Background: an optimization exercise with open tools, aiming at small area and a short achievable clock period. Do not read the settings as production practice. In this exercise RTL edits were held to simulation tests only and were not proved equivalent to the original.

==> flow/design.v (outline; a module is shown in full before it is edited, if it fits) <==
// module n_bit_pipo: 16 lines
// module n_bit_adder: 14 lines
// module mul_fa: 7 lines
// module mul_ha: 7 lines
// module mul_ha1: 7 lines
// module mul_and: 6 lines
// module booth_enc: 8 lines
// module booth_enc0: 8 lines
// module booth_sel: 6 lines
// module booth_sel0: 6 lines
// module booth_selt: 6 lines
// module booth_row: 8 lines
// module prefix_g: 6 lines
// module mul_aoi21: 6 lines
// module mul_inv: 6 lines
// module mul_nand2: 6 lines
// module mul_nor2: 6 lines
// module mul_oai21: 6 lines
// module mul_xnor2: 6 lines
// module mul_xor2: 6 lines
// module mul_final_add: 327 lines
// module n_bit_array_mul: 637 lines
module n_bit_array_mul
#(
    parameter N = 32
)
(
    input[N-1:0] data_in,
    input clk, clr_n, load_a, load_b,
    output [2*N-1:0] product,
    output done
);
  // ...
==> flow/flow/run.sh <==
#!/bin/bash
# Layout flow: the standard flow (standard.sh: the standard synthesis and
# the ORFS steps, unchanged) with these layout choices of its own:
#  1. the buffers that placement puts on every port are buf_2 cells instead
#     of the delay-cell buffers that buffer_ports picks by default;
#  2. after global placement (flow/resize.tcl): cells that synthesis sized up
#     but that drive at most two loads go back to their _1 size, and the port
#     buffers of load_a, load_b and clr_n (large fanout) become buf_8;
#  3. after the placement resizer (flow/resize2.tcl): the buffers of the
#     clr_n tree that drive more than 16 loads become buf_16.
#  4. clock tree synthesis runs with its usual options plus
#     -dont_use_dummy_load (no extra load cells on the clock tree).
# Each step's full output goes to a log file of its own in this folder; ORFS
# also keeps its per-step logs under orfs/logs/.
set -euo pipefail
R=$PWD/orfs/results/$FLOW_PLATFORM/n_bit_array_mul/base
export BUFFER_PORTS_ARGS="-buffer_cell sky130_fd_sc_hd__buf_2"
export CTS_ARGS="-sink_clustering_enable -repair_clock_nets -dont_use_dummy_load"
bash standard.sh $R/3_3_place_gp.odb > flow_1_to_global_place.log 2>&1
RESIZE_ODB=$R/3_3_place_gp.odb openroad -no_init -exit flow/resize.tcl > flow_2_resize.log 2>&1
bash standard.sh $R/3_4_place_resized.odb > flow_3_place_resize.log 2>&1
RESIZE_ODB=$R/3_4_place_resized.odb openroad -no_init -exit flow/resize2.tcl > flow_4_resize_clear.log 2>&1
bash standard.sh > flow_5_finish.log 2>&1
==> flow/flow/resize.tcl <==
# Layout choices applied to the global placement result, before the
# placement resizer (repair_design) and detailed placement:
#  - cells that synthesis sized up but that drive at most two loads are set
#    back to their _1 size (same function, same pins);
#  - the port buffers of load_a, load_b and clr_n, which fan out to many
#    registers, are made buf_8.
set odb $::env(RESIZE_ODB)
read_db $odb
set db [ord::get_db]
set block [ord::get_db_block]
set small [dict create \
  sky130_fd_sc_hd__a21oi_2 sky130_fd_sc_hd__a21oi_1 \
  sky130_fd_sc_hd__mux2_4 sky130_fd_sc_hd__mux2_1 \
  sky130_fd_sc_hd__mux2_2 sky130_fd_sc_hd__mux2_1]
set n 0
foreach inst [$block getInsts] {
  set m [[$inst getMaster] getName]
  if {![dict exists $small $m]} { continue }
  set fo 0
  foreach it [$inst getITerms] {
    if {[$it isOutputSignal]} {
      set net [$it getNet]
      if {$net ne "NULL"} {
        set fo [expr {[llength [$net getITerms]] - 1 + [llength [$net getBTerms]]}]
      }
    }
  }
  if {$fo <= 2} {
    $inst swapMaster [$db findMaster [dict get $small $m]]
    incr n
  }
}
puts "resized $n cells down"
set big [$db findMaster sky130_fd_sc_hd__buf_8]
foreach p {load_a load_b clr_n} {
  set net [[$block findBTerm $p] getNet]
  foreach it [$net getITerms] {
    set inst [$it getInst]
    if {[string match "sky130_fd_sc_hd__buf_*" [[$inst getMaster] getName]]} {
      puts "port $p: [$inst getName] [[$inst getMaster] getName] -> sky130_fd_sc_hd__buf_8"
      $inst swapMaster $big
    }
  }
}
write_db $odb
==> flow/flow/resize2.tcl <==
# Layout choice applied after the placement resizer, before detailed
# placement: the buffers of the clear (clr_n) tree that drive 16 or more
# loads become buf_16, so the clear reaches all registers sooner.
set odb $::env(RESIZE_ODB)
read_db $odb
set db [ord::get_db]
set block [ord::get_db_block]
set big [$db findMaster sky130_fd_sc_hd__buf_16]
set todo [list [[$block findBTerm clr_n] getNet]]
while {[llength $todo]} {
  set net [lindex $todo 0]
  set todo [lrange $todo 1 end]
  foreach it [$net getITerms] {
    if {![$it isInputSignal]} { continue }
    set inst [$it getInst]
    set m [[$inst getMaster] getName]
    if {![string match "sky130_fd_sc_hd__buf_*" $m]} { continue }
    foreach ot [$inst getITerms] {
      if {[$ot isOutputSignal] && [$ot getNet] ne "NULL"} {
        set onet [$ot getNet]
        set fo [llength [$onet getITerms]]
        if {$fo > 16} {
          puts "clr_n tree: [$inst getName] $m fanout [expr {$fo - 1}] -> sky130_fd_sc_hd__buf_16"
          $inst swapMaster $big
        }
        lappend todo $onet
      }
    }
  }
}
write_db $odb
==> flow/standard.sh <==
#!/bin/bash
# synth_recipe.tcl (not shown) runs the flow's synth.tcl, then flattens the netlist and writes it again
# the make line also repeats each setting of config.mk as NAME=value (left out here)
make -C /OpenROAD-flow-scripts/flow DESIGN_CONFIG=/design/flow/config.mk WORK_HOME=/design/flow/orfs CLKGATE_MAP_FILE= SYNTH_SCRIPT=/design/flow/synth_recipe.tcl "${@:-finish}"
==> flow/config.mk <==
export PLATFORM = sky130hd
export DESIGN_NAME = n_bit_array_mul
export DESIGN_NICKNAME = n_bit_array_mul
export VERILOG_FILES = /design/flow/design.v
export SDC_FILE = /design/flow/constraint.sdc
export NUM_CORES = 4
export LEC_CHECK = 0
export CAP_MARGIN = 20
export CORE_MARGIN = 2
export CORE_UTILIZATION = 50
export SLEW_MARGIN = 20
export SYNTH_HIERARCHICAL = 1
==> flow/constraint.sdc <==
create_clock -name core_clock -period 38.0 [get_ports {clk}]
set_input_delay 7.6000 -clock core_clock [delete_from_list [all_inputs] [get_ports {clk}]]
set_output_delay 7.6000 -clock core_clock [all_outputs]
set_load 0.01 [all_outputs]
==> flow_summary.json, run 1 <==
{
  "run_status": "complete, no violations",
  "nNetsFinal": 3008,
  "nMultiInputCombCells": 2018,
  "cts_resized": 0,
  "floorplan.initialDensity_pct": 50.72,
  "routabilityCongestion": 0.8693,
  "buf_share_pct": 4.332,
  "clk_latency_ns": 0.51,
  "nFlopsAndLatches": 128,
  "slowest_delay_ns": 0.40,
  "synthMuxAreaShare_pct": 3.452,
  "drc_errors": 0,
  "grt_pass1_wl_um": 133600,
  "cp_slowest_cell": "dfrtp_1",
  "cts_buffers": 17,
  "finalMaxSlewViolations": 0,
  "avgSynthCellArea_um2": 11.52,
  "instances_no_fill": 3092,
  "dp_cells": 3075,
  "grt_pass1_vias": 22200,
  "final_cell_mix": "570 x xnor2_1, 496 x a22oi_1, 480 x fa_1",
  "worst_hold_path.endpoint": "a_q[11]$_DFFE_PN0P_",
  "dr_total_vias": 20150,
  "ys.flop_type": "dfrtp_1",
  "post-place-ws_ns": 29.32,
  "port_buffers": 99,
  "syn-cell-area_um2": 27400,
  "cts_hold_buf": 0,
  "avgViaCountPerCell": 6.516,
  "grt_max_degree": 77
}
==> run 2: changes to the inputs <==
--- a/flow/flow/run.sh
+++ b/flow/flow/run.sh
@@ -4,7 +4,8 @@
 #  1. the buffers that placement puts on every port are buf_2 cells instead
 #     of the delay-cell buffers that buffer_ports picks by default;
 #  2. after global placement (flow/resize.tcl): cells that synthesis sized up
-#     but that drive at most two loads go back to their _1 size, and the port
+#     but that drive at most two loads (and the Booth encoder cells) go back
+#     to their _1 size, and the port
 #     buffers of load_a, load_b and clr_n (large fanout) become buf_8;
 #  3. after the placement resizer (flow/resize2.tcl): the buffers of the
 #     clr_n tree that drive more than 16 loads become buf_16.
@@ -15,7 +16,7 @@
 set -euo pipefail
 R=$PWD/orfs/results/$FLOW_PLATFORM/n_bit_array_mul/base
 export BUFFER_PORTS_ARGS="-buffer_cell sky130_fd_sc_hd__buf_2"
-export CTS_ARGS="-sink_clustering_enable -repair_clock_nets -dont_use_dummy_load"
+export CTS_ARGS="-sink_clustering_enable -repair_clock_nets -dont_use_dummy_load -sink_clustering_size 32 -sink_clustering_max_diameter 120"
 bash standard.sh $R/3_3_place_gp.odb > flow_1_to_global_place.log 2>&1
 RESIZE_ODB=$R/3_3_place_gp.odb openroad -no_init -exit flow/resize.tcl > flow_2_resize.log 2>&1
 bash standard.sh $R/3_4_place_resized.odb > flow_3_place_resize.log 2>&1
--- a/flow/flow/resize.tcl
+++ b/flow/flow/resize.tcl
@@ -1,7 +1,8 @@
 # Layout choices applied to the global placement result, before the
 # placement resizer (repair_design) and detailed placement:
-#  - cells that synthesis sized up but that drive at most two loads are set
-#    back to their _1 size (same function, same pins);
+#  - cells that synthesis sized up but that drive at most two loads, and the
+#    Booth encoder cells whatever their load, are set back to their _1 size
+#    (same function, same pins);
 #  - the port buffers of load_a, load_b and clr_n, which fan out to many
 #    registers, are made buf_8.
 set odb $::env(RESIZE_ODB)
@@ -11,7 +12,16 @@
 set small [dict create \
   sky130_fd_sc_hd__a21oi_2 sky130_fd_sc_hd__a21oi_1 \
   sky130_fd_sc_hd__mux2_4 sky130_fd_sc_hd__mux2_1 \
-  sky130_fd_sc_hd__mux2_2 sky130_fd_sc_hd__mux2_1]
+  sky130_fd_sc_hd__mux2_2 sky130_fd_sc_hd__mux2_1 \
+  sky130_fd_sc_hd__xor2_2 sky130_fd_sc_hd__xor2_1 \
+  sky130_fd_sc_hd__xor2_4 sky130_fd_sc_hd__xor2_1 \
+  sky130_fd_sc_hd__o22ai_2 sky130_fd_sc_hd__o22ai_1 \
+  sky130_fd_sc_hd__o22ai_4 sky130_fd_sc_hd__o22ai_1 \
+  sky130_fd_sc_hd__nor2b_4 sky130_fd_sc_hd__nor2b_1]
+# cells that go back to _1 whatever their fanout: the placement resizer
+# buffers their nets as needed
+set always [list sky130_fd_sc_hd__xor2_2 sky130_fd_sc_hd__xor2_4 \
+  sky130_fd_sc_hd__o22ai_2 sky130_fd_sc_hd__o22ai_4 sky130_fd_sc_hd__nor2b_4]
 set n 0
 foreach inst [$block getInsts] {
   set m [[$inst getMaster] getName]
@@ -25,7 +35,7 @@
       }
     }
   }
-  if {$fo <= 2} {
+  if {$fo <= 2 || [lsearch $always $m] >= 0} {
     $inst swapMaster [$db findMaster [dict get $small $m]]
     incr n
   }
==> run 2 against run 1 <==
Effect of this change:
- maximum frequency about the same
- count of clock-buffer cells in the layout is the same
- first-iteration DRC count shrank 5.4%
- clock skew fell by 0.0073 ns
- critical path depth is the same
==> flow_summary.json, run 2 <==
{
  "run_status": "complete, no violations",
  "final_cell_mix": "570 x xnor2_1, 496 x a22oi_1, 480 x fa_1",
  "antenna_found_initial": 0,
  "grt_max_degree": 77,
  "stdcell_area_um2": 27870,
  "drt_iter0_markers": 2086,
  "setup_viol": 0,
  "cp-start-kind": "flip-flop",
  "syn-cell-area_um2": 27400,
  "cts_hold_buf": 0,
  "syn_nets": 2989,
  "avgViaCountPerCell": 6.505,
  "tightest_slew_ns": 1.095,
  "yosysTopAreaCell": "fa_1",
  "path_cells": "buf_2",
  "drc_errors": 0,
  "cts_tree": "done",
  "final_common_cell": "xnor2_1",
  "avgSynthCellArea_um2": 11.52,
  "synth_top_cell_area_share_pct": 35.07,
  "ys_ff_latch": 128,
  "die_w_um": 238.1,
  "slowest_delay_ns": 0.40,
  "clk_latency_ns": 0.49,
  "cp.arrival_ns": 1.02,
  "cts_root_buf": "clkbuf_16",
  "ys.warnings.count": 7,
  "first_pass_iters": 7,
  "slew_headroom_pct": 26.48,
  "floorplan.initialDensity_pct": 50.72,
  "largest_register_ffs": 64,
  "track_usage_pct": 31.27,
  "path_clk_slew_ns": 0.05,
  "synth.distinct_cells": 23,
  "synthCells": 2379,
  "required_ns": 30.40,
  "core_um2": 54030,
  "synth_edf_count": 0,
  "ant_nets": 0,
  "synth.top_cells.by_count": "570 x xnor2_1, 496 x a22oi_1, 480 x fa_1, 128 x dfrtp_1, 94 x ha_1",
  "wl_per_cell_um": 27.64,
  "hold_path.class": "flip-flop to flip-flop",
  "antenna_cells": 0,
  "path_class": "flip-flop to output port",
  "hold_viol": 0,
  "dr_total_vias": 20120,
  "die_area_um2": 56690,
  "ys.flop_type": "dfrtp_1",
  "routabilityCongestion": 0.8693,
  "worstPathMaxFanout": 1,
  "wl_um": 85510,
  "clkSinkCount": 128,
  "die_y_um": 238.1,
  "fin_skew_ns": 0.02820,
  "synth.most_common_cell": "xnor2_1",
  "post-cts-setup-buffers": 0,
  "setup-tns-final_ns": 0,
  "min_period_ns": 8.621,
  "finalCritPeriodShare_pct": 22.69,
  "clock_path_buffers": 2,
  "grt-ovfl-total": 0,
  "path_buf_inv": 1,
  "synthArstFlopShare_pct": 100.0,
  "grt_pass1_wl_um": 133500,
  "drive_gt1_share_pct": 10.14,
  "finalMaxSlewViolations": 0,
  "port_buffers": 99,
  "cap_violations": 0,
  "synth_area_leaders": "fa_1 35%, xnor2_1 18%, a22oi_1 14%",
  "io_pins": 101,
  "htree_levels": 4,
  "critPathCaptureType": "output port",
  "syn_to_final_growth_pct": 1.690,
  "rows": 85,
  "reg_top3": "p_q: 64 flops, a_q: 32 flops, b_q: 32 flops",
  "dp_hpwl_um": 55650,
  "grt_setup_unrepaired": "false",
  "fmax_mhz": 116.0,
  "grt_pass1_vias": 22060,
  "cts_resized": 0,
  "placed_cell_area_um2": 27440,
  "cp_slowest_cell": "dfrtp_1",
  "regMostFlops": "p_q",
  "ys_seq_area_share_pct": 11.69,
  "cp_top_family": "flip-flops",
  "nNetsFinal": 3009,
  "cts_buffers": 17
}
## run 2: cell counts after synthesis
No cell type changed its count.
## run 2: per-stage QoR
step | worst slack (ns) | utilization [%] | std cells | hold slack (ns)
after floorplan | 29.73 | - | 2379 | 0.5375
after global placement | 29.01 | 52.06 | 3075 | 0.5012
after detailed placement | 29.32 | 50.79 | 3076 | 0.4835
after CTS | 29.32 | 51.58 | 3093 | 0.4977
after global routing | 29.34 | 51.58 | 3093 | 0.5073
final | 29.38 | 51.58 | 3093 | 0.4907
## run 2: modules after synthesis, one instance, submodules excluded, a selection
| module | flip-flops and latches | cells | area [µm²] |
|---|---|---|---|
| booth_enc | 0 | 5 | 38.79 |
| booth_enc0 | 0 | 3 | 28.78 |
| booth_row | 0 | 76 | 606.8 |
| mul_fa | 0 | 1 | 20.02 |
| mul_final_add | 0 | 1 | 7.507 |
| mul_inv | 0 | 1 | 3.754 |
| mul_nor2 | 0 | 1 | 3.754 |
| mul_oai21 | 0 | 1 | 5.005 |
| mul_xnor2 | 0 | 1 | 8.758 |
| n_bit_array_mul | 128 | 233 | 4419 |
## run 2: worst paths after layout
path	from	endpoint	slack, ns	cells after the start
hold / removal	a_q[14]$_DFFE_PN0P_	a_q[14]$_DFFE_PN0P_	0.49	1
setup reg to reg	b_q[3]$_DFFE_PN0P_	p_q[63]$_DFF_PN0_	29.74	25
setup / recovery	p_q[55]$_DFF_PN0_	product[55]	29.38	1
max in group asynchronous	clr_n	b_q[23]$_DFFE_PN0P_	30.35	2
min in group asynchronous	clr_n	p_q[6]$_DFF_PN0_	6.99	1
hold reg to reg	a_q[14]$_DFFE_PN0P_	a_q[14]$_DFFE_PN0P_	0.49	1
## run 2: final cells by class
| type | instances | area (µm²) |
|---|---|---|
| Clock buffer | 17 | 425.4 |
| Timing Repair Buffer | 188 | 1230 |
| Sequential cell | 128 | 3238 |
| Inverter | 46 | 172.7 |
| Tap cell | 696 | 870.8 |
| Multi-Input combinational cell | 2018 | 21930 |
| Fill cell | 4892 | 26160 |
## run 2: cell families after synthesis
logic type,Yosys count,share of synthesized area [%]
compound gates,625,17.42
xor+xnor,606,19.37
fa+ha+maj,574,39.36
buf+inv,233,6.201
flops,128,11.69
mux,64,3.452
other cells,2,0.02741
simple gates,147,2.479
## run 2: worst register-to-register path, cell delays in order, from the launching register on
cell     delay (ns)
dfrtp_2        0.35
buf_4          0.53
nand2_1        0.13
o22ai_1        0.49
buf_4          0.42
a22oi_1        0.15
xnor2_1        0.21
fa_1           0.60
fa_1           0.44
fa_1           0.50
fa_1           0.40
fa_1           0.51
fa_1           0.46
ha_1           0.35
a21oi_1        0.15
o21ai_1        0.08
a21oi_1        0.12
o21ai_1        0.09
a21oi_2        0.44
inv_1          0.20
a21oi_2        0.49
o21ai_1        0.32
a21oi_2        0.29
o21ai_1        0.15
a21oi_1        0.18
xnor2_1        0.13
## run 2: layer usage
layer / track usage (%) / vias up / part of all wire, %
met5: 0 / - / 0
met2: 50.61 / 1215 / 48
met1: 40.04 / 10440 / 39
li1: - / 8254 / -
met4: 14.03 / 0 / 3.7
met3: 7.381 / 206 / 9.7
==> run 3: changes to the inputs <==
--- a/flow/flow/run.sh
+++ b/flow/flow/run.sh
@@ -16,7 +16,7 @@
 set -euo pipefail
 R=$PWD/orfs/results/$FLOW_PLATFORM/n_bit_array_mul/base
 export BUFFER_PORTS_ARGS="-buffer_cell sky130_fd_sc_hd__buf_2"
-export CTS_ARGS="-sink_clustering_enable -repair_clock_nets -dont_use_dummy_load -sink_clustering_size 32 -sink_clustering_max_diameter 120"
+export CTS_ARGS="-sink_clustering_enable -repair_clock_nets -dont_use_dummy_load"
 bash standard.sh $R/3_3_place_gp.odb > flow_1_to_global_place.log 2>&1
 RESIZE_ODB=$R/3_3_place_gp.odb openroad -no_init -exit flow/resize.tcl > flow_2_resize.log 2>&1
 bash standard.sh $R/3_4_place_resized.odb > flow_3_place_resize.log 2>&1
--- a/flow/config.mk
+++ b/flow/config.mk
@@ -5,8 +5,8 @@
 export SDC_FILE = /design/flow/constraint.sdc
 export NUM_CORES = 4
 export LEC_CHECK = 0
-export CAP_MARGIN = 20
+export CAP_MARGIN = 0
 export CORE_MARGIN = 2
 export CORE_UTILIZATION = 50
-export SLEW_MARGIN = 20
+export SLEW_MARGIN = 0
 export SYNTH_HIERARCHICAL = 1
==> run 3 against run 2 <==
Effect of this change:
- count of clock-buffer cells in the layout unchanged
- wire length down 0.19%
- setup slack better by 0.0025 ns
- design area about the same
- sequential share of layout area about the same
- still clean
- via count about the same
- global-route usage down 0.095 points
- critical endpoint unchanged
- first-iteration DRC count up 0.43%
- critical path type unchanged
- register-to-register slack about the same
- non-clock buffer count down 1
- synthesized area unchanged
==> flow_summary.json, run 3 <==
{
  "ys_seq_area_share_pct": 11.69,
  "drt_iter0_markers": 2095,
  "syn-cell-area_um2": 27400,
  "grt_use_met1_pct": 40.25,
  "whs_ns": 0.4847,
  "clk_latency_ns": 0.49,
  "wl_um": 85340,
  "die_area_um2": 56690,
  "largest_register_ffs": 64,
  "min_period_ns": 8.619,
  "port_buffers": 99,
  "grt_setup_unrepaired": "false",
  "required_ns": 30.40,
  "syn_nets": 2989,
  "tightest_slew_ns": 1.053,
  "core_um2": 54030,
  "post-cts-setup-buffers": 0,
  "synth.distinct_cells": 23,
  "floorplan.initialDensity_pct": 50.72,
  "cp.arrival_ns": 1.02,
  "syn_to_final_growth_pct": 1.648,
  "regMostFlops": "p_q",
  "dr_total_vias": 20130,
  "cts_hold_buf": 0,
  "yosysTopAreaCell": "fa_1",
  "ys.flop_type": "dfrtp_1",
  "grtUsageMet3_pct": 6.802,
  "nFillCells": 4884,
  "cts_root_buf": "clkbuf_16",
  "drive_gt1_share_pct": 10.10,
  "nNetsFinal": 3008,
  "path_clk_slew_ns": 0.05,
  "track_usage_pct": 31.18,
  "use_met2_pct": 49.86,
  "avgSynthCellArea_um2": 11.52,
  "register_area_um2": 3238,
  "antenna_cells": 0,
  "top_usage_layer": "met2",
  "rows": 85,
  "slowest_delay_ns": 0.40,
  "reg_top3": "p_q: 64 flops, a_q: 32 flops, b_q: 32 flops",
  "antenna_found_initial": 0,
  "grt_pass1_wl_um": 133100,
  "cp_top_family": "flip-flops",
  "synth.most_common_cell": "xnor2_1",
  "cts_tree": "done",
  "ys.warnings.count": 7,
  "path_class": "flip-flop to output port",
  "cts_resized": 0,
  "critPathCaptureType": "output port",
  "drc_errors": 0,
  "clkSinkCount": 128,
  "path_buf_inv": 1,
  "synth_edf_count": 0,
  "clock_path_buffers": 2,
  "die_y_um": 238.1,
  "ant_nets": 0,
  "stdcell_area_um2": 27850,
  "fin_skew_ns": 0.03054,
  "grt-ovfl-total": 0,
  "die_w_um": 238.1,
  "dp_hpwl_um": 55560,
  "synthArstFlopShare_pct": 100.0,
  "cts_buffers": 17,
  "fmax_mhz": 116.0,
  "htree_levels": 4,
  "slew_headroom_pct": 29.78,
  "ys_ff_latch": 128,
  "setup_viol": 0,
  "worstPathMaxFanout": 1,
  "path_cells": "buf_2",
  "io_pins": 101,
  "placed_cell_area_um2": 27430,
  "grt_max_degree": 77,
  "cp_slowest_cell": "dfrtp_1",
  "synth.top_cells.by_count": "570 x xnor2_1, 496 x a22oi_1, 480 x fa_1, 128 x dfrtp_1, 94 x ha_1",
  "hold_path.class": "flip-flop to flip-flop",
  "wl_per_cell_um": 27.60,
  "routabilityCongestion": 0.8693,
  "run_status": "complete, no violations",
  "setup-tns-final_ns": 0,
  "final_common_cell": "xnor2_1",
  "avgViaCountPerCell": 6.512,
  "synth_area_leaders": "fa_1 35%, xnor2_1 18%, a22oi_1 14%",
  "final_cell_mix": "570 x xnor2_1, 496 x a22oi_1, 480 x fa_1",
  "finalMaxSlewViolations": 0,
  "cp-start-kind": "flip-flop",
  "multi_input_area_um2": 21930,
  "hold_viol": 0,
  "synth_top_cell_area_share_pct": 35.07,
  "grt_pass1_vias": 22210,
  "synthCells": 2379,
  "first_pass_iters": 6,
  "cap_violations": 0,
  "finalCritPeriodShare_pct": 22.68
}
run 3: layout make-up:
| cell class | instances | share of cell area [%] |
|---|---|---|
| multi-input cells | 2018 | 78.73 |
| well taps | 696 | 3.126 |
| repair buffers | 187 | 4.375 |
| inverters | 46 | 0.6199 |
| clock buffers | 17 | 1.527 |
| flip-flops and latches | 128 | 11.63 |
run 3: routing by layer:
metal | part of all wire [%] | routed length [µm]
met5 | 0 | 0
met4 | 4.0 | 3393
met3 | 9.7 | 8296
met2 | 47 | 40420
met1 | 39 | 33230
run 3: path summary, 6_finish.rpt:
kind | end | slack (ns) | cells past startpoint | start
worst max-delay path | product[55] | 29.38 | 1 | p_q[55]$_DFF_PN0_
worst max register to register | p_q[63]$_DFF_PN0_ | 29.74 | 25 | b_q[3]$_DFFE_PN0P_
worst min-delay path | a_q[14]$_DFFE_PN0P_ | 0.48 | 1 | a_q[14]$_DFFE_PN0P_
min in group asynchronous | p_q[6]$_DFF_PN0_ | 6.98 | 1 | clr_n
worst min register to register | a_q[14]$_DFFE_PN0P_ | 0.48 | 1 | a_q[14]$_DFFE_PN0P_
max in group asynchronous | b_q[23]$_DFFE_PN0P_ | 30.35 | 2 | clr_n
run 3: kinds of logic (layout without fill, tap and decap cells):
kind of cell,after synthesis,count (layout),synth area share (%)
compound gates,625,625,17.42
mux,64,64,3.452
other cells,2,2,0.02741
flops,128,128,11.69
fa+ha+maj,574,574,39.36
buf+inv,233,250,6.201
xor+xnor,606,606,19.37
simple gates,147,147,2.479
run 3: stage by stage:
stage / setup slack [ns] / cells / util (%)
6_report: 29.38 / 3092 / 51.56
5_1_grt: 29.29 / 3092 / 51.56
4_1_cts: 29.32 / 3092 / 51.56
3_5_place_dp: 29.32 / 3075 / 50.77
3_3_place_gp: 29.01 / 3075 / 52.06
2_1_floorplan: 29.73 / 2379 / -
run 3: modules after synthesis, one instance, submodules excluded, a selection:
module / copies in the design / flops+latches / area, µm² / cells inside
booth_enc0: 1 / 0 / 28.78 / 3
mul_nand2: 36 / 0 / 3.754 / 1
mul_nor2: 16 / 0 / 3.754 / 1
mul_xor2: 21 / 0 / 8.758 / 1
booth_row: 16 / 0 / 606.8 / 76
mul_xnor2: 42 / 0 / 8.758 / 1
mul_fa: 480 / 0 / 20.02 / 1
mul_oai21: 36 / 0 / 5.005 / 1
mul_and: 32 / 0 / 6.256 / 1
mul_aoi21: 78 / 0 / 8.758 / 1
booth_enc: 15 / 0 / 38.79 / 5
mul_ha: 94 / 0 / 12.51 / 1
==> run 4: changes to the inputs <==
--- a/flow/config.mk
+++ b/flow/config.mk
@@ -5,8 +5,8 @@
 export SDC_FILE = /design/flow/constraint.sdc
 export NUM_CORES = 4
 export LEC_CHECK = 0
-export CAP_MARGIN = 0
+export CAP_MARGIN = 20
 export CORE_MARGIN = 2
 export CORE_UTILIZATION = 50
-export SLEW_MARGIN = 0
+export SLEW_MARGIN = 20
 export SYNTH_HIERARCHICAL = 1
==> run 4 against run 3 <==
Effect of this change:
- final cell count about the same
- synthesized cell count unchanged
- wire length increased by 0.19%
- global-route usage up 0.095 points
- clock skew decreased by 0.0023 ns
- utilization is essentially flat
- critical path depth did not move
- first-iteration DRC count down 0.43%
==> flow_summary.json, run 4 <==
{
  "syn_nets": 2989,
  "placed_cell_area_um2": 27440,
  "clkSinkCount": 128,
  "drt_iter0_markers": 2086,
  "floorplan.initialDensity_pct": 50.72,
  "ys.flop_type": "dfrtp_1",
  "cts_buffers": 17,
  "synth_xor_xnor_area_share_pct": 19.37,
  "antenna_cells": 0,
  "hold_path.class": "flip-flop to flip-flop",
  "track_usage_pct": 31.27,
  "finalMaxSlewViolations": 0,
  "synth_top_family_by_area": "adder cells",
  "final_cell_mix": "570 x xnor2_1, 496 x a22oi_1, 480 x fa_1",
  "cp_slowest_cell": "dfrtp_1",
  "io_pins": 101,
  "cp_top_family": "flip-flops",
  "run_status": "complete, no violations",
  "avgViaCountPerCell": 6.505,
  "reg_top3": "p_q: 64 flops, a_q: 32 flops, b_q: 32 flops",
  "grt_pass1_vias": 22060,
  "tightest_slew_ns": 1.095,
  "wl_per_cell_um": 27.64,
  "path_cells": "buf_2",
  "port_buffers": 99,
  "drive_gt1_share_pct": 10.14,
  "regMostFlops": "p_q",
  "critPathCaptureType": "output port",
  "dp_hpwl_um": 55650,
  "post-place-ws_ns": 29.32,
  "routabilityCongestion": 0.8693,
  "fin_skew_ns": 0.02820,
  "ys_ff_latch": 128,
  "post-cts-setup-buffers": 0,
  "ys_seq_area_share_pct": 11.69,
  "cts_hold_buf": 0,
  "fmax_mhz": 116.0,
  "syn-cell-area_um2": 27400,
  "synthArstFlopShare_pct": 100.0,
  "yosysTopAreaCell": "fa_1",
  "htree_levels": 4,
  "grt_setup_unrepaired": "false",
  "ys.warnings.count": 7,
  "path_class": "flip-flop to output port",
  "grt-ovfl-total": 0,
  "antenna_found_initial": 0,
  "grt_max_degree": 77,
  "first_pass_iters": 7,
  "cts_root_buf": "clkbuf_16",
  "dr_total_vias": 20120,
  "cp.arrival_ns": 1.02,
  "finalCritPeriodShare_pct": 22.69,
  "final_util_pct": 51.58,
  "rows": 85,
  "ant_nets": 0,
  "worstPathMaxFanout": 1,
  "synth_edf_count": 0,
  "nNetsFinal": 3009,
  "synthCells": 2379,
  "die_y_um": 238.1,
  "wl_um": 85510,
  "path_clk_slew_ns": 0.05,
  "path_buf_inv": 1,
  "layout_setup_ws_ns": 29.38,
  "synth-compound-area-share_pct": 17.42,
  "cts_tree": "done",
  "instances_no_fill": 3093,
  "stdcell_area_um2": 27870,
  "setup_viol": 0,
  "slew_headroom_pct": 26.48,
  "min_period_ns": 8.621,
  "largest_register_ffs": 64,
  "synth.distinct_cells": 23,
  "slowest_delay_ns": 0.40,
  "synthMuxAreaShare_pct": 3.452,
  "syn_to_final_growth_pct": 1.690,
  "synth_top_cell_area_share_pct": 35.07,
  "final_common_cell": "xnor2_1",
  "clk_latency_ns": 0.49,
  "required_ns": 30.40,
  "die_w_um": 238.1,
  "synth.top_cells.by_count": "570 x xnor2_1, 496 x a22oi_1, 480 x fa_1, 128 x dfrtp_1, 94 x ha_1",
  "drc_errors": 0,
  "dp_cells": 3076,
  "setup-tns-final_ns": 0,
  "synth.most_common_cell": "xnor2_1",
  "cts_resized": 0,
  "cp-start-kind": "flip-flop",
  "hold_viol": 0,
  "cap_violations": 0,
  "synth_area_leaders": "fa_1 35%, xnor2_1 18%, a22oi_1 14%",
  "yosys.area_share.simple_pct": 2.479,
  "grt_pass1_wl_um": 133500,
  "yosys.area_share.adder_pct": 39.36,
  "nFillCells": 4892,
  "whs_ns": 0.4907,
  "die_area_um2": 56690,
  "avgSynthCellArea_um2": 11.52,
  "core_um2": 54030,
  "clock_path_buffers": 2
}
==> run 4: cell counts after synthesis <==
No cell type changed its count.
==> run 4: per-layer routing <==
metal  wire, µm  part of all wire [%]  vias to the layer above  GRT usage (%)
met4       3138                   3.7                        0          14.03
met5          0                     0                        -              0
met1      33410                    39                    10440          40.04
li1           -                     -                     8254              -
met3       8269                   9.7                      206          7.381
met2      40680                    48                     1215          50.61
==> run 4: cells by family after synthesis <==
kind of cell	count (synthesis)
AOI/OAI and AO/OA	625
xor gates and xnor gates	606
adders and majority gates	574
buffers and inverters	233
and+or+nand+nor	147
DFF	128
muxes	64
other	2
==> run 4: layout make-up <==
type                       count  area [µm²]  area share, %
clock buffer                  17       425.4          1.527
timing repair buffer         188        1230          4.414
inverter                      46       172.7         0.6196
tap                          696       870.8          3.125
sequential                   128        3238          11.62
multi-input combinational   2018       21930          78.69
==> run 4: per-module statistics from Yosys (local to each module, per instance), a selection <==
module           cells  times used  cell area (µm²)  flops+latches
booth_enc            5          15            38.79              0
booth_enc0           3           1            28.78              0
booth_row           76          16            606.8              0
mul_and              1          32            6.256              0
mul_aoi21            1          78            8.758              0
mul_fa               1         480            20.02              0
mul_final_add        1           1            7.507              0
mul_ha               1          94            12.51              0
mul_inv              1          16            3.754              0
mul_nand2            1          36            3.754              0
mul_nor2             1          16            3.754              0
mul_xor2             1          21            8.758              0
n_bit_array_mul    233           1             4419            128
==> run 4: path summary, 6_finish.rpt <==
kind / start / end / slack [ns] / cells past startpoint
worst max-delay path: p_q[55]$_DFF_PN0_ / product[55] / 29.38 / 1
min in group asynchronous: clr_n / p_q[6]$_DFF_PN0_ / 6.99 / 1
worst min-delay path: a_q[14]$_DFFE_PN0P_ / a_q[14]$_DFFE_PN0P_ / 0.49 / 1
worst min register to register: a_q[14]$_DFFE_PN0P_ / a_q[14]$_DFFE_PN0P_ / 0.49 / 1
worst max register to register: b_q[3]$_DFFE_PN0P_ / p_q[63]$_DFF_PN0_ / 29.74 / 25
max in group asynchronous: clr_n / b_q[23]$_DFFE_PN0P_ / 30.35 / 2
==> run 5: changes to the inputs <==
--- a/flow/config.mk
+++ b/flow/config.mk
@@ -7,6 +7,6 @@
 export LEC_CHECK = 0
 export CAP_MARGIN = 20
 export CORE_MARGIN = 2
-export CORE_UTILIZATION = 50
+export CORE_UTILIZATION = 80
 export SLEW_MARGIN = 20
 export SYNTH_HIERARCHICAL = 1
==> run 5 against run 4 <==
Effect of this change:
- critical path type unchanged
- synthesized area unchanged
- largest cell class unchanged
- register-to-register slack worse by 0.06 ns
- sequential cell count unchanged
- via count rose by 7.3%
- sequential share of layout area increased by 0.13 points
==> flow_summary.json, run 5 <==
{
  "critPathCaptureType": "output port",
  "path_class": "flip-flop to output port",
  "cts_tree": "done",
  "cp_slowest_cell": "dfrtp_1",
  "io_pins": 101,
  "ys_ff_latch": 128,
  "syn_nets": 2989,
  "r2r_slack_ns": 29.68,
  "synth.distinct_cells": 23,
  "ant_nets": 0,
  "die_y_um": 189.1,
  "grt_max_degree": 68,
  "nNetsFinal": 3004,
  "htree_levels": 4,
  "tightest_slew_ns": 1.039,
  "cp-start-kind": "flip-flop",
  "required_ns": 30.40,
  "cp.arrival_ns": 0.98,
  "synth_area_leaders": "fa_1 35%, xnor2_1 18%, a22oi_1 14%",
  "rr_startpoint": "b_q[5]$_DFFE_PN0P_",
  "finalMaxSlewViolations": 0,
  "reg_top3": "p_q: 64 flops, a_q: 32 flops, b_q: 32 flops",
  "antenna_found_initial": 0,
  "crit_start": "p_q[54]$_DFF_PN0_",
  "path_clk_slew_ns": 0.05,
  "yosysTopAreaCell": "fa_1",
  "dr_total_vias": 21590,
  "worst_r2r_path_depth": 25,
  "cts_resized": 0,
  "run_status": "complete, no violations",
  "ys.warnings.count": 7,
  "routabilityCongestion": 0.9691,
  "wl_per_cell_um": 28.90,
  "grt-ovfl-total": 0,
  "cts_root_buf": "clkbuf_16",
  "synth.top_cells.by_count": "570 x xnor2_1, 496 x a22oi_1, 480 x fa_1, 128 x dfrtp_1, 94 x ha_1",
  "path_cells": "buf_2",
  "final_common_cell": "xnor2_1",
  "die_area_um2": 35750,
  "wl_um": 82100,
  "setup-tns-final_ns": 0,
  "reg2reg_to": "p_q[63]$_DFF_PN0_",
  "dp_hpwl_um": 52300,
  "worstPathMaxFanout": 1,
  "port_buffers": 99,
  "slowest_delay_ns": 0.39,
  "post-cts-setup-buffers": 0,
  "ys_seq_area_share_pct": 11.69,
  "avgSynthCellArea_um2": 11.52,
  "rows": 67,
  "synth_edf_count": 0,
  "drt_iter0_markers": 3338,
  "first_pass_iters": 9,
  "cp_top_family": "flip-flops",
  "synthArstFlopShare_pct": 100.0,
  "setup_viol": 0,
  "clk_latency_ns": 0.46,
  "worstSetupEndpoint": "product[54]",
  "drc_errors": 0,
  "hold_viol": 0,
  "drive_gt1_share_pct": 9.824,
  "synthCells": 2379,
  "final_cell_mix": "570 x xnor2_1, 496 x a22oi_1, 480 x fa_1",
  "ys.flop_type": "dfrtp_1",
  "grt_setup_unrepaired": "false",
  "register_area_um2": 3232,
  "fmax_mhz": 116.5,
  "cap_violations": 0,
  "slew_headroom_pct": 30.74,
  "grt_pass1_wl_um": 129200,
  "clock_path_buffers": 2,
  "cts_hold_buf": 0,
  "fin_skew_ns": 0.02499,
  "multi_input_area_um2": 21930,
  "die_w_um": 189.1,
  "hold_path.class": "flip-flop to flip-flop",
  "cts_buffers": 17,
  "path_buf_inv": 1,
  "synth_top_cell_area_share_pct": 35.07,
  "track_usage_pct": 47.62,
  "syn_to_final_growth_pct": 0.4064,
  "floorplan.initialDensity_pct": 81.52,
  "nFillCells": 2082,
  "finalCritPeriodShare_pct": 22.58,
  "core_um2": 33620,
  "regMostFlops": "p_q",
  "largest_register_ffs": 64,
  "grt_pass1_vias": 23590,
  "clkSinkCount": 128,
  "avgViaCountPerCell": 7.600,
  "path_depth": 1,
  "min_period_ns": 8.581,
  "synth.most_common_cell": "xnor2_1",
  "syn-cell-area_um2": 27400
}
==> run 5: cell types whose count changed in the layout (fill, tap and decap cells not counted) <==
cell | before | now
buf_4 | 87 | 82
dfrtp_2 | 25 | 23
dfrtp_1 | 102 | 105
diode_2 | 0 | 1
dfrtp_4 | 1 | 0
==> run 5: area by class of cell <==
type / instances / area share, %
Antenna cell: 1 / 0.009095
Timing Repair Buffer: 183 / 4.334
Clock buffer: 17 / 1.546
Multi-Input combinational cell: 2018 / 79.70
Sequential cell: 128 / 11.75
Tap cell: 448 / 2.037
Inverter: 46 / 0.6276
==> run 5: stage by stage <==
stage               hold WS, ns  std cells  worst slack, ns  utilization [%]  area [µm²]
detailed placement       0.4762       2823            29.59            80.57       27090
global placement         0.5003       2822            28.99            82.59       27760
global route             0.5057       2840            29.40            81.84       27510
CTS                      0.4868       2840            29.40            81.84       27510
finish                   0.4851       2841            29.42            81.85       27510
floorplan                0.5375       2379            29.73                -       27400
==> run 5: per-layer routing <==
layer,share of wire (%),global-route usage [%]
met1,33,58.12
met2,45,74.06
met3,14,14.48
met4,7.4,30.74
met5,0,0
==> run 5: worst min-delay path by stage <==
stage	from	to	slack, ns	cells past startpoint
5_1_grt	a_q[14]$_DFFE_PN0P_	a_q[14]$_DFFE_PN0P_	0.51	1
3_5_place_dp	a_q[16]$_DFFE_PN0P_	a_q[16]$_DFFE_PN0P_	0.48	1
2_1_floorplan	b_q[10]$_DFFE_PN0P_	b_q[10]$_DFFE_PN0P_	0.54	1
3_3_place_gp	a_q[0]$_DFFE_PN0P_	a_q[0]$_DFFE_PN0P_	0.50	1
4_1_cts	a_q[16]$_DFFE_PN0P_	a_q[16]$_DFFE_PN0P_	0.49	1
6_report	a_q[16]$_DFFE_PN0P_	a_q[16]$_DFFE_PN0P_	0.49	1
==> run 5: Yosys stat by module (local to each module, per instance) <==
module / area (µm²) / flip-flops and latches / copies in the design / cells
n_bit_array_mul: 4419 / 128 / 1 / 233
booth_row: 606.8 / 0 / 16 / 76
booth_enc: 38.79 / 0 / 15 / 5
booth_enc0: 28.78 / 0 / 1 / 3
mul_fa: 20.02 / 0 / 480 / 1
mul_ha: 12.51 / 0 / 94 / 1
mul_aoi21: 8.758 / 0 / 78 / 1
mul_xnor2: 8.758 / 0 / 42 / 1
mul_xor2: 8.758 / 0 / 21 / 1
mul_final_add: 7.507 / 0 / 1 / 1
mul_and: 6.256 / 0 / 32 / 1
mul_oai21: 5.005 / 0 / 36 / 1
mul_inv: 3.754 / 0 / 16 / 1
mul_nand2: 3.754 / 0 / 36 / 1
mul_nor2: 3.754 / 0 / 16 / 1
==> run 5: kinds of logic (layout without fill, tap and decap cells) <==
| logic type | count (synthesis) | after routing | synth area share (%) |
|---|---|---|---|
| flops | 128 | 128 | 11.69 |
| compound gates | 625 | 625 | 17.42 |
| buf+inv | 233 | 246 | 6.201 |
| mux | 64 | 64 | 3.452 |
| simple gates | 147 | 147 | 2.479 |
| xor+xnor | 606 | 606 | 19.37 |
| other cells | 2 | 3 | 0.02741 |
| fa+ha+maj | 574 | 574 | 39.36 |
==> run 6: changes to the inputs <==
--- a/flow/config.mk
+++ b/flow/config.mk
@@ -7,6 +7,6 @@
 export LEC_CHECK = 0
 export CAP_MARGIN = 20
 export CORE_MARGIN = 2
-export CORE_UTILIZATION = 80
+export CORE_UTILIZATION = 70
 export SLEW_MARGIN = 20
 export SYNTH_HIERARCHICAL = 1
==> run 6 against run 5 <==
Effect of this change:
- maximum frequency is essentially flat
- die area increased by 14%
- register-to-register slack gained 0.11 ns
- sequential cell count unchanged
==> flow_summary.json, run 6 <==
{
  "routabilityCongestion": 0.9613,
  "worstPathMaxFanout": 1,
  "fmax_mhz": 116.6,
  "holdCritStartpoint": "a_q[17]$_DFFE_PN0P_",
  "finalMaxSlewViolations": 0,
  "io_pins": 101,
  "required_ns": 30.40,
  "final_util_pct": 71.53,
  "antenna_cells": 0,
  "synth.top_cells.by_count": "570 x xnor2_1, 496 x a22oi_1, 480 x fa_1, 128 x dfrtp_1, 94 x ha_1",
  "grt-ovfl-total": 0,
  "placed_cell_area_um2": 27220,
  "tightest_slew_ns": 0.8590,
  "cp_slowest_cell": "dfrtp_1",
  "clk_latency_ns": 0.48,
  "cts_buffers": 17,
  "cts_resized": 0,
  "syn-cell-area_um2": 27400,
  "post-cts-setup-buffers": 0,
  "synth.most_common_cell": "xnor2_1",
  "dp_cells": 2899,
  "min_period_ns": 8.580,
  "rows": 72,
  "synth_top_cell_area_share_pct": 35.07,
  "antenna_found_initial": 0,
  "cts_tree": "done",
  "ant_nets": 0,
  "regMostFlops": "p_q",
  "clkSinkCount": 128,
  "hold_path.class": "flip-flop to flip-flop",
  "cp.arrival_ns": 0.98,
  "reg_top3": "p_q: 64 flops, a_q: 32 flops, b_q: 32 flops",
  "worst_r2r_path_depth": 25,
  "clock_path_buffers": 2,
  "largest_register_ffs": 64,
  "yosysTopAreaCell": "fa_1",
  "path_clk_slew_ns": 0.06,
  "path_cells": "buf_2",
  "drc_errors": 0,
  "final_cell_mix": "570 x xnor2_1, 496 x a22oi_1, 480 x fa_1",
  "synthCells": 2379,
  "ys_ff_latch": 128,
  "setup_viol": 0,
  "stdcell_area_um2": 27640,
  "critPathCaptureType": "output port",
  "layout_setup_ws_ns": 29.42,
  "slowest_delay_ns": 0.37,
  "cp-start-kind": "flip-flop",
  "slew_headroom_pct": 42.73,
  "reg2reg_to": "p_q[63]$_DFF_PN0_",
  "synthArstFlopShare_pct": 100.0,
  "cts_hold_buf": 0,
  "htree_levels": 4,
  "cts_root_buf": "clkbuf_16",
  "port_buffers": 99,
  "ys.warnings.count": 7,
  "wl_per_cell_um": 28.16,
  "whs_ns": 0.4851,
  "ys_seq_area_share_pct": 11.69,
  "dp_hpwl_um": 52820,
  "syn_to_final_growth_pct": 0.8768,
  "nNetsFinal": 3010,
  "die_area_um2": 40750,
  "finalCritPeriodShare_pct": 22.58,
  "wl_um": 82110,
  "path_buf_inv": 1,
  "run_status": "complete, no violations",
  "floorplan.initialDensity_pct": 70.90,
  "track_usage_pct": 42.01,
  "die_y_um": 201.9,
  "grt_setup_unrepaired": "false",
  "fin_skew_ns": 0.02922,
  "die_w_um": 201.9,
  "r2r_slack_ns": 29.79,
  "worst_hold_path.endpoint": "a_q[17]$_DFFE_PN0P_",
  "grt_max_degree": 68,
  "core_um2": 38650,
  "synth_area_leaders": "fa_1 35%, xnor2_1 18%, a22oi_1 14%",
  "post-place-ws_ns": 29.34,
  "ys.flop_type": "dfrtp_1",
  "cp_top_family": "flip-flops",
  "avgSynthCellArea_um2": 11.52,
  "setup-tns-final_ns": 0,
  "rr_startpoint": "b_q[5]$_DFFE_PN0P_",
  "drive_gt1_share_pct": 10.01,
  "final_common_cell": "xnor2_1",
  "synth_edf_count": 0,
  "first_pass_iters": 7,
  "dr_total_vias": 20700,
  "grt_pass1_vias": 22760,
  "synth.distinct_cells": 23,
  "grt_pass1_wl_um": 129900,
  "worstHoldPathCells": 1,
  "syn_nets": 2989,
  "path_class": "flip-flop to output port",
  "cap_violations": 0,
  "instances_no_fill": 2916,
  "hold_viol": 0,
  "avgViaCountPerCell": 7.097,
  "drt_iter0_markers": 2624
}
run 6: cell counts after synthesis:
Identical to the previous run, type by type.
run 6: per-module statistics from Yosys (local to each module, per instance), a selection:
| module | area (µm²) | cells inside |
|---|---|---|
| mul_fa | 20.02 | 1 |
| mul_xnor2 | 8.758 | 1 |
| booth_enc0 | 28.78 | 3 |
| booth_enc | 38.79 | 5 |
| mul_inv | 3.754 | 1 |
| booth_row | 606.8 | 76 |
| mul_and | 6.256 | 1 |
| n_bit_array_mul | 4419 | 233 |
| mul_ha | 12.51 | 1 |
| mul_nand2 | 3.754 | 1 |
| mul_nor2 | 3.754 | 1 |
| mul_final_add | 7.507 | 1 |
run 6: routing by layer:
metal,share of wire (%),track usage (%)
met1,35,53.15
met2,47,66.22
met3,12,9.981
met4,6.3,25.00
met5,0,0
run 6: final cells by class:
type                            count  area, µm²
Inverter                           46      172.7
Fill cell                        2899      11000
Multi-Input combinational cell   2018      21930
Clock buffer                       17      425.4
Tap cell                          518      648.1
Timing Repair Buffer              189       1237
Sequential cell                   128       3231
run 6: logic make-up after synthesis:
kind of cell             count (synthesis)  share of synthesized area (%)
AO/OA/AOI/OAI                          625                          17.42
XOR/XNOR                               606                          19.37
adder cells (fa/ha/maj)                574                          39.36
buffers and inverters                  233                          6.201
AND/OR/NAND/NOR                        147                          2.479
flip-flops                             128                          11.69
multiplexers                            64                          3.452
other                                    2                        0.02741
run 6: worst max-delay path by stage:
stage	from	to	slack (ns)	cells after the start
after floorplan	load_a	a_q[30]$_DFFE_PN0P_	29.73	3
after global placement	clr_n	a_q[5]$_DFFE_PN0P_	29.04	2
after detailed placement	load_b	b_q[29]$_DFFE_PN0P_	29.34	3
after CTS	p_q[11]$_DFF_PN0_	product[11]	29.39	1
after global routing	b_q[5]$_DFFE_PN0P_	p_q[63]$_DFF_PN0_	29.34	25
final	p_q[11]$_DFF_PN0_	product[11]	29.42	1
run 6: worst register-to-register path, cell delays in order (launching register included):
cell and delay (ns):
dfrtp_2 0.69, buf_4 0.53, nand2b_1 0.10, o22ai_1 0.16, buf_4 0.45, a22oi_1 0.16, xnor2_1 0.20, fa_1 0.57
fa_1 0.45, fa_1 0.47, fa_1 0.39, fa_1 0.51, fa_1 0.46, ha_1 0.35, a21oi_1 0.16, o21ai_1 0.08
a21oi_1 0.11, o21ai_1 0.09, a21oi_2 0.48, inv_1 0.22, a21oi_2 0.47, o21ai_1 0.27, a21oi_2 0.26, o21ai_1 0.16
a21oi_1 0.19, xnor2_1 0.13

separate check: timing with driven ports:
How much do the figures lean on ideal ports? The routed layouts below were timed once more, with nothing changed but the port constraints. Step 1: set_driving_cell puts a clkbuf_16 on clk and a buf_2 on each other input, an assumption about the parent block. Step 2 moves the port delays by t, midway between the first and last clock arrival at a register: inputs arrive t later, outputs are due t later. That takes back most of the time a late clock gives input paths. Three values: no drivers, after step 1, after step 2; two values: the first two.
| run | t (ns) | setup WS [ns] | worst setup path at the end | cell pins on the clock port's net |
|---|---|---|---|---|
| run 1 | 0.552 | 29.371 / 29.306 / 29.280 | input to register | 1 |
| run 2 | 0.544 | 29.379 / 29.315 / 29.275 | input to register | 1 |
| run 3 | 0.540 | 29.382 / 29.320 / 29.280 | input to register | 1 |
| run 4 | 0.544 | 29.379 / 29.315 / 29.275 | input to register | 1 |
| run 5 | 0.504 | 29.419 / 29.360 / 29.534 | input to register | 1 |
| run 6 | 0.521 | 29.420 / 29.363 / 29.300 | input to register | 1 |
After both steps every run listed still meets setup and hold. For run 6, which loses most, drivers alone change the setup slack by -0.057 ns; drivers and shift together by -0.120 ns.
